Source: an optimization exercise on an open RTL-to-GDS flow (aim: small area). Production flows keep margins and buffers that such runs may drop.
Function was checked by simulation only, so behaviour that the tests miss may differ from the original.
Power is estimated from default activity; no workload was simulated. No driver is modelled on the clock port, so clocking that relies on it looks cheaper here than on a real chip.

==> job 7472 <==
==> flow/design.v <==
module max_fp_2input #(parameter DATA_WIDTH = 32)(o_sel, i_data_a, i_data_b, i_sel_a, i_sel_b, i_data_1, o_na);
input 	[DATA_WIDTH-1:0] 	i_data_a;
input 	[DATA_WIDTH-1:0] 	i_data_b;
input 							i_sel_a;
input 							i_sel_b;
input 	[DATA_WIDTH-1:0] 	i_data_1;    
output 							o_sel;
output 	[DATA_WIDTH-1:0] 	o_na;
wire [DATA_WIDTH-1:0] na;
assign o_na = na;
genvar i;
generate
	for (i = 0; i < DATA_WIDTH; i = i + 1) begin : opsel
		nmux2_cell Op (.a0(i_data_a[i]), .a1(i_data_b[i]), .s0(i_sel_a), .s1(i_sel_b), .y(na[i]));
	end
endgenerate
wire [DATA_WIDTH-1:0] lt;
assign lt[1] = na[0] & i_data_1[0];
generate
	for (i = 1; i < DATA_WIDTH-1; i = i + 1) begin : chain
		maj3_cell Borrow (.a(na[i]), .b(i_data_1[i]), .c(lt[i]), .y(lt[i+1]));
	end
endgenerate
assign o_sel = lt[DATA_WIDTH-1] ? ~i_data_1[DATA_WIDTH-1] : ~na[DATA_WIDTH-1];
endmodule
module maj3_cell (input a, input b, input c, output y);
assign y = (a & b) | (c & (a | b));
endmodule
module nmux2_cell (input a0, input a1, input s0, input s1, output y);
assign y = ~((s0 | a1) & (s1 | a0));
endmodule
module mux2_cell (input a0, input a1, input s0, input s1, output y);
assign y = (s1 & a1) | (s0 & a0);
endmodule
module load_cell (input na, input d, input t1, input t2, output y);
assign y = (d & t1) | (~na & ~t2);
endmodule
module lines_buffer_maxpool
	#(	parameter IMAGE_WIDTH = 28)
	(	input      clk,
		input      rst_n,
		input      i_valid,
		output reg col_odd,
		output reg row_odd,
		output reg o_valid
	);
localparam NB = IMAGE_WIDTH/2;
reg [3:0] blk;       
always @(posedge clk or negedge rst_n) begin
	if (!rst_n) begin
		col_odd <= 1'b0;
		row_odd <= 1'b0;
		blk     <= 0;
		o_valid <= 1'b0;
	end else begin
		o_valid <= i_valid & col_odd & row_odd;
		if (i_valid) begin
			col_odd <= ~col_odd;
			if (col_odd) begin
				if (blk == NB-1) begin
					blk     <= 0;
					row_odd <= ~row_odd;
				end else
					blk <= blk + 1'b1;
			end
		end
	end
end
endmodule
module max_pooling2x2 
	#(	parameter DATA_WIDTH = 32,
		parameter IMAGE_WIDTH = 28)
	(	clk,
		rst_n,
		i_valid,
		i_data,
		o_data,
		o_valid
	);
input 							clk;
input 							rst_n;
input 							i_valid;
input 	[DATA_WIDTH-1:0] 	i_data;
output 	[DATA_WIDTH-1:0] 	o_data;
output 							o_valid;
localparam NB = IMAGE_WIDTH/2;
wire col_odd, row_odd;
lines_buffer_maxpool #(.IMAGE_WIDTH(IMAGE_WIDTH)) Position (
	.clk(clk), .rst_n(rst_n), .i_valid(i_valid),
	.col_odd(col_odd), .row_odd(row_odd), .o_valid(o_valid));
reg  [DATA_WIDTH-1:0] R [0:NB-1];
wire use_tail = i_valid & ~col_odd;
wire [DATA_WIDTH-1:0] na;    
wire take;                   
max_fp_2input #(.DATA_WIDTH(DATA_WIDTH)) Max (take, R[0], R[NB-1], ~use_tail, use_tail, i_data, na);
wire take_v = i_valid & (take | ~(col_odd | row_odd));
wire [DATA_WIDTH-1:0] next0;
wire shift = use_tail;
wire [DATA_WIDTH-1:0] next [1:NB-1];
genvar k, j;
generate
	for (k = 0; k < DATA_WIDTH; k = k + 1) begin : in_sel
		load_cell Sel (.na(na[k]), .d(i_data[k]), .t1(take_v), .t2(take_v), .y(next0[k]));
	end
	for (j = 1; j < NB; j = j + 1) begin : chain
		for (k = 0; k < DATA_WIDTH; k = k + 1) begin : bits
			mux2_cell Hold (.a0(R[j][k]), .a1(R[j-1][k]), .s0(~shift), .s1(shift), .y(next[j][k]));
		end
	end
endgenerate
always @(posedge clk)
	R[0] <= next0;
generate
	for (j = 1; j < NB; j = j + 1) begin : regs
		always @(posedge clk)
			R[j] <= next[j];
	end
endgenerate
assign o_data = R[0];
endmodule
==> flow/flow/run.sh <==
#!/bin/bash
# Own layout flow: the standard synthesis, then every combinational cell
# set to its smallest drive strength (placement repair sizes up what needs
# it), then the standard layout with minimum-size port buffers and a
# clock tree built from fewer, larger clusters.
set -euo pipefail
LIB=$FLOW_HOME/platforms/$FLOW_PLATFORM/lib/sky130_fd_sc_hd__tt_025C_1v80.lib
RES=orfs/results/$FLOW_PLATFORM/max_pooling2x2/base

bash standard.sh synth > synth.log 2>&1
python3 flow/downsize.py "$LIB" $RES/1_2_yosys.v > downsize.log 2>&1

export BUFFER_PORTS_ARGS="-buffer_cell sky130_fd_sc_hd__buf_1"
export CTS_ARGS="-sink_clustering_enable -repair_clock_nets -sink_clustering_max_diameter 100 -buf_list sky130_fd_sc_hd__buf_12 -sink_clustering_buffer sky130_fd_sc_hd__buf_12 -tree_buf sky130_fd_sc_hd__clkbuf_4 -root_buf sky130_fd_sc_hd__clkbuf_4 -dont_use_dummy_load -sink_clustering_size 32"
bash standard.sh finish > layout.log 2>&1
==> flow/flow/downsize.py <==
#!/usr/bin/env python3
"""Set every combinational cell of a synthesised netlist to the smallest drive
strength of its kind (same function and pins); flip-flops are left as they
are. Placement's repair then sizes up what needs more drive.
usage: downsize.py LIBERTY NETLIST"""
import re, sys, collections

lib, net = sys.argv[1], sys.argv[2]
txt = open(lib).read()
area = {}
seq = set()
for m in re.finditer(r'\n\s*cell\s*\(\s*"?(\w+)"?\s*\)\s*\{', txt):
    name = m.group(1)
    end = txt.find('\n    cell (', m.end())
    body = txt[m.end(): end if end > 0 else len(txt)]
    a = re.search(r'area\s*:\s*([\d.]+)', body)
    if a:
        area[name] = float(a.group(1))
    if re.search(r'\b(ff|latch|statetable)\s*\(', body) or 'dont_use : true' in body:
        seq.add(name)
dont = ('lpflow', 'probe', 'clk', 'dly', 'buf', 'conb', 'tap', 'fill', 'decap', 'diode')
groups = collections.defaultdict(list)
for n in area:
    m = re.match(r'(sky130_fd_sc_hd__\w+?)_(\d+)$', n)
    if m and n not in seq and not any(d in n for d in dont):
        groups[m.group(1)].append(n)
best = {}
for base, ns in groups.items():
    small = min(ns, key=lambda n: (area[n], n))
    for n in ns:
        if n != small and area[n] > area[small]:
            best[n] = small

src = open(net).read()
count = collections.Counter()
def sub(m):
    c = m.group(1)
    if c in best:
        count[c + ' -> ' + best[c]] += 1
        return m.group(0).replace(c, best[c], 1)
    return m.group(0)
out = re.sub(r'^(\s*)(sky130_fd_sc_hd__\w+)(\s)', lambda m: m.group(1) + best.get(m.group(2), m.group(2)) + m.group(3), src, flags=re.M)
for m in re.finditer(r'^\s*(sky130_fd_sc_hd__\w+)\s', src, flags=re.M):
    if m.group(1) in best:
        count[m.group(1) + ' -> ' + best[m.group(1)]] += 1
open(net, 'w').write(out)
for k, v in sorted(count.items()):
    print(f'{v:5d} {k}')
==> flow/standard.sh <==
#!/bin/bash
# synth_recipe.tcl (not shown) runs the flow's synth.tcl, then flattens the netlist and writes it again
# the make line also repeats each setting of config.mk as NAME=value (left out here)
make -C /OpenROAD-flow-scripts/flow DESIGN_CONFIG=/design/flow/config.mk WORK_HOME=/design/flow/orfs CLKGATE_MAP_FILE= SYNTH_SCRIPT=/design/flow/synth_recipe.tcl "${@:-finish}"
==> flow/config.mk <==
export PLATFORM = sky130hd
export DESIGN_NAME = max_pooling2x2
export DESIGN_NICKNAME = max_pooling2x2
export VERILOG_FILES = /design/flow/design.v
export SDC_FILE = /design/flow/constraint.sdc
export NUM_CORES = 8
export LEC_CHECK = 0
export CAP_MARGIN = 0
export CORE_MARGIN = 2
export CORE_UTILIZATION = 70
export SLEW_MARGIN = 0
export SYNTH_HIERARCHICAL = 1
export SYNTH_MINIMUM_KEEP_SIZE = 0
==> flow/constraint.sdc <==
create_clock -name core_clock -period 30.0 [get_ports {clk}]
set_input_delay 6.0000 -clock core_clock [delete_from_list [all_inputs] [get_ports {clk}]]
set_output_delay 6.0000 -clock core_clock [all_outputs]
set_load 0.01 [all_outputs]
==> job 2489: changes against job 7472 <==
--- a/flow/design.v
+++ b/flow/design.v
@@ -1,13 +1,11 @@
-module max_fp_2input #(parameter DATA_WIDTH = 32)(o_sel, i_data_a, i_data_b, i_sel_a, i_sel_b, i_data_1, o_na);
+module max_fp_2input #(parameter DATA_WIDTH = 32)(o_sel, i_data_a, i_data_b, i_sel_a, i_sel_b, i_data_1);
 input 	[DATA_WIDTH-1:0] 	i_data_a;
 input 	[DATA_WIDTH-1:0] 	i_data_b;
 input 							i_sel_a;
 input 							i_sel_b;
 input 	[DATA_WIDTH-1:0] 	i_data_1;    
 output 							o_sel;
-output 	[DATA_WIDTH-1:0] 	o_na;
 wire [DATA_WIDTH-1:0] na;
-assign o_na = na;
 genvar i;
 generate
 	for (i = 0; i < DATA_WIDTH; i = i + 1) begin : opsel
@@ -31,9 +29,6 @@
 endmodule
 module mux2_cell (input a0, input a1, input s0, input s1, output y);
 assign y = (s1 & a1) | (s0 & a0);
-endmodule
-module load_cell (input na, input d, input t1, input t2, output y);
-assign y = (d & t1) | (~na & ~t2);
 endmodule
 module lines_buffer_maxpool
 	#(	parameter IMAGE_WIDTH = 28)
@@ -88,32 +83,25 @@
 lines_buffer_maxpool #(.IMAGE_WIDTH(IMAGE_WIDTH)) Position (
 	.clk(clk), .rst_n(rst_n), .i_valid(i_valid),
 	.col_odd(col_odd), .row_odd(row_odd), .o_valid(o_valid));
-reg  [DATA_WIDTH-1:0] R [0:NB-1];
-wire use_tail = i_valid & ~col_odd;
-wire [DATA_WIDTH-1:0] na;    
-wire take;                   
-max_fp_2input #(.DATA_WIDTH(DATA_WIDTH)) Max (take, R[0], R[NB-1], ~use_tail, use_tail, i_data, na);
-wire take_v = i_valid & (take | ~(col_odd | row_odd));
+reg [DATA_WIDTH-1:0] R [0:NB-1];
+wire take;
+max_fp_2input #(.DATA_WIDTH(DATA_WIDTH)) Max (take, R[NB-1], R[0], ~col_odd, col_odd, i_data);
+wire pick_new = col_odd | ~row_odd | take;
+wire load0 = i_valid & (~col_odd | take);
+wire shift = i_valid & ~col_odd;
 wire [DATA_WIDTH-1:0] next0;
-wire shift = use_tail;
-wire [DATA_WIDTH-1:0] next [1:NB-1];
-genvar k, j;
+genvar k;
 generate
-	for (k = 0; k < DATA_WIDTH; k = k + 1) begin : in_sel
-		load_cell Sel (.na(na[k]), .d(i_data[k]), .t1(take_v), .t2(take_v), .y(next0[k]));
-	end
-	for (j = 1; j < NB; j = j + 1) begin : chain
-		for (k = 0; k < DATA_WIDTH; k = k + 1) begin : bits
-			mux2_cell Hold (.a0(R[j][k]), .a1(R[j-1][k]), .s0(~shift), .s1(shift), .y(next[j][k]));
-		end
+	for (k = 0; k < DATA_WIDTH; k = k + 1) begin : in_mux
+		mux2_cell Sel (.a0(R[NB-1][k]), .a1(i_data[k]), .s0(~pick_new), .s1(pick_new), .y(next0[k]));
 	end
 endgenerate
 always @(posedge clk)
-	R[0] <= next0;
+	if (load0) R[0] <= next0;
 generate
-	for (j = 1; j < NB; j = j + 1) begin : regs
+	for (k = 1; k < NB; k = k + 1) begin : chain
 		always @(posedge clk)
-			R[j] <= next[j];
+			if (shift) R[k] <= R[k-1];
 	end
 endgenerate
 assign o_data = R[0];
--- a/flow/flow/run.sh
+++ b/flow/flow/run.sh
@@ -11,5 +11,5 @@
 python3 flow/downsize.py "$LIB" $RES/1_2_yosys.v > downsize.log 2>&1
 
 export BUFFER_PORTS_ARGS="-buffer_cell sky130_fd_sc_hd__buf_1"
-export CTS_ARGS="-sink_clustering_enable -repair_clock_nets -sink_clustering_max_diameter 100 -buf_list sky130_fd_sc_hd__buf_12 -sink_clustering_buffer sky130_fd_sc_hd__buf_12 -tree_buf sky130_fd_sc_hd__clkbuf_4 -root_buf sky130_fd_sc_hd__clkbuf_4 -dont_use_dummy_load -sink_clustering_size 32"
+export CTS_ARGS="-sink_clustering_enable -repair_clock_nets -sink_clustering_size 34 -sink_clustering_max_diameter 50 -buf_list sky130_fd_sc_hd__buf_12 -sink_clustering_buffer sky130_fd_sc_hd__buf_12 -tree_buf sky130_fd_sc_hd__clkbuf_4 -root_buf sky130_fd_sc_hd__clkbuf_4 -dont_use_dummy_load"
 bash standard.sh finish > layout.log 2>&1
==> job 5620: changes against job 7472 <==
--- a/flow/design.v
+++ b/flow/design.v
@@ -1,13 +1,11 @@
-module max_fp_2input #(parameter DATA_WIDTH = 32)(o_sel, i_data_a, i_data_b, i_sel_a, i_sel_b, i_data_1, o_na);
+module max_fp_2input #(parameter DATA_WIDTH = 32)(o_sel, i_data_a, i_data_b, i_sel_a, i_sel_b, i_data_1);
 input 	[DATA_WIDTH-1:0] 	i_data_a;
 input 	[DATA_WIDTH-1:0] 	i_data_b;
 input 							i_sel_a;
 input 							i_sel_b;
 input 	[DATA_WIDTH-1:0] 	i_data_1;    
 output 							o_sel;
-output 	[DATA_WIDTH-1:0] 	o_na;
 wire [DATA_WIDTH-1:0] na;
-assign o_na = na;
 genvar i;
 generate
 	for (i = 0; i < DATA_WIDTH; i = i + 1) begin : opsel
@@ -31,9 +29,6 @@
 endmodule
 module mux2_cell (input a0, input a1, input s0, input s1, output y);
 assign y = (s1 & a1) | (s0 & a0);
-endmodule
-module load_cell (input na, input d, input t1, input t2, output y);
-assign y = (d & t1) | (~na & ~t2);
 endmodule
 module lines_buffer_maxpool
 	#(	parameter IMAGE_WIDTH = 28)
@@ -88,32 +83,25 @@
 lines_buffer_maxpool #(.IMAGE_WIDTH(IMAGE_WIDTH)) Position (
 	.clk(clk), .rst_n(rst_n), .i_valid(i_valid),
 	.col_odd(col_odd), .row_odd(row_odd), .o_valid(o_valid));
-reg  [DATA_WIDTH-1:0] R [0:NB-1];
-wire use_tail = i_valid & ~col_odd;
-wire [DATA_WIDTH-1:0] na;    
-wire take;                   
-max_fp_2input #(.DATA_WIDTH(DATA_WIDTH)) Max (take, R[0], R[NB-1], ~use_tail, use_tail, i_data, na);
-wire take_v = i_valid & (take | ~(col_odd | row_odd));
+reg [DATA_WIDTH-1:0] R [0:NB-1];
+wire take;
+max_fp_2input #(.DATA_WIDTH(DATA_WIDTH)) Max (take, R[NB-1], R[0], ~col_odd, col_odd, i_data);
+wire pick_new = col_odd | ~row_odd | take;
+wire load0 = i_valid & (~col_odd | take);
+wire shift = i_valid & ~col_odd;
 wire [DATA_WIDTH-1:0] next0;
-wire shift = use_tail;
-wire [DATA_WIDTH-1:0] next [1:NB-1];
-genvar k, j;
+genvar k;
 generate
-	for (k = 0; k < DATA_WIDTH; k = k + 1) begin : in_sel
-		load_cell Sel (.na(na[k]), .d(i_data[k]), .t1(take_v), .t2(take_v), .y(next0[k]));
-	end
-	for (j = 1; j < NB; j = j + 1) begin : chain
-		for (k = 0; k < DATA_WIDTH; k = k + 1) begin : bits
-			mux2_cell Hold (.a0(R[j][k]), .a1(R[j-1][k]), .s0(~shift), .s1(shift), .y(next[j][k]));
-		end
+	for (k = 0; k < DATA_WIDTH; k = k + 1) begin : in_mux
+		mux2_cell Sel (.a0(R[NB-1][k]), .a1(i_data[k]), .s0(~pick_new), .s1(pick_new), .y(next0[k]));
 	end
 endgenerate
 always @(posedge clk)
-	R[0] <= next0;
+	if (load0) R[0] <= next0;
 generate
-	for (j = 1; j < NB; j = j + 1) begin : regs
+	for (k = 1; k < NB; k = k + 1) begin : chain
 		always @(posedge clk)
-			R[j] <= next[j];
+			if (shift) R[k] <= R[k-1];
 	end
 endgenerate
 assign o_data = R[0];
--- a/flow/flow/run.sh
+++ b/flow/flow/run.sh
@@ -11,5 +11,5 @@
 python3 flow/downsize.py "$LIB" $RES/1_2_yosys.v > downsize.log 2>&1
 
 export BUFFER_PORTS_ARGS="-buffer_cell sky130_fd_sc_hd__buf_1"
-export CTS_ARGS="-sink_clustering_enable -repair_clock_nets -sink_clustering_max_diameter 100 -buf_list sky130_fd_sc_hd__buf_12 -sink_clustering_buffer sky130_fd_sc_hd__buf_12 -tree_buf sky130_fd_sc_hd__clkbuf_4 -root_buf sky130_fd_sc_hd__clkbuf_4 -dont_use_dummy_load -sink_clustering_size 32"
+export CTS_ARGS="-sink_clustering_enable -repair_clock_nets -sink_clustering_size 30 -sink_clustering_max_diameter 100 -buf_list sky130_fd_sc_hd__buf_12 -sink_clustering_buffer sky130_fd_sc_hd__buf_12 -tree_buf sky130_fd_sc_hd__clkbuf_4 -root_buf sky130_fd_sc_hd__clkbuf_4 -dont_use_dummy_load"
 bash standard.sh finish > layout.log 2>&1
==> results.ini <==
[layout]
layout.nonclk_buf_share_pct=1.85
area_used_by_multi_input_combinational_logic_sq_um=942

[sta]
slew_headroom_pct=7.26
fin_worst_hold_slack_ps=382
timing.final.crit_period_ps=18650

[placed_design]
placedCellCount=915
detailed_placement_wirelength_estimate_microns=11500

[pwr]
total_power_divided_by_cell_area_nw_per_um2=91.9
pwr-share-seq_pct=65.3

[status]
status=timing/DRC/antenna clean

The numbers above come from job 2489.

==> results.ini <==
[status]
status=timing/DRC/antenna clean

[pwr]
pwr-share-seq_pct=70.1
total_power_divided_by_cell_area_nw_per_um2=86.8

[sta]
slew_headroom_pct=11.3
fin_worst_hold_slack_ps=346
timing.final.crit_period_ps=18570

[layout]
drive_gt1_share_pct=3.77
clockBufferCount=19
area_used_by_multi_input_combinational_logic_sq_um=942

[synth]
synth.avg_cell_area_sq_um=25.4

[placed_design]
detailed_placement_wirelength_estimate_microns=11500

The numbers above come from job 5620.

==> results.ini <==
[placed_design]
detailed_placement_wirelength_estimate_microns=12600
placedCellCount=1330

[sta]
fin_worst_hold_slack_ps=408
timing.final.crit_period_ps=19850

[layout]
layout.nonclk_buf_share_pct=2.25
area_used_by_multi_input_combinational_logic_sq_um=4570

[pwr]
pwr-share-seq_pct=59.5
pg_clk_mw=0.250
total_power_divided_by_cell_area_nw_per_um2=117

[status]
status=timing/DRC/antenna clean

The numbers above come from job 7472.

[port drivers added, routing unchanged]
How much do the figures lean on ideal ports? The routed layouts below were timed once more, with nothing changed but the port constraints.
Step 1 assumes that a clkbuf_16 drives the clock port and a buf_2 every other input.
Step 2, shift: input delay + t, output delay - t, t = (earliest + latest rising clock arrival at the registers) / 2. This alone moves slack from input paths to output paths.
Slacks: ideal ports / drivers / drivers and shift; pairs: ideal ports / drivers.
run	t, ns	setup slack, ns	worst setup path at the end	worst data-port slew with drivers (ns)	cell pins on the clock port's net
job 7472	0.720	10.149 / 10.170 / 9.450	input to register	0.05	1
job 2489	0.738	11.351 / 11.346 / 10.608	input to register	0.09	1
job 5620	0.701	11.429 / 11.407 / 10.706	input to register	0.08	1
After both steps every run listed still meets setup and hold. The setup slack of job 2489, which loses most, moves by -0.005 ns with the drivers and by -0.743 ns with both steps.
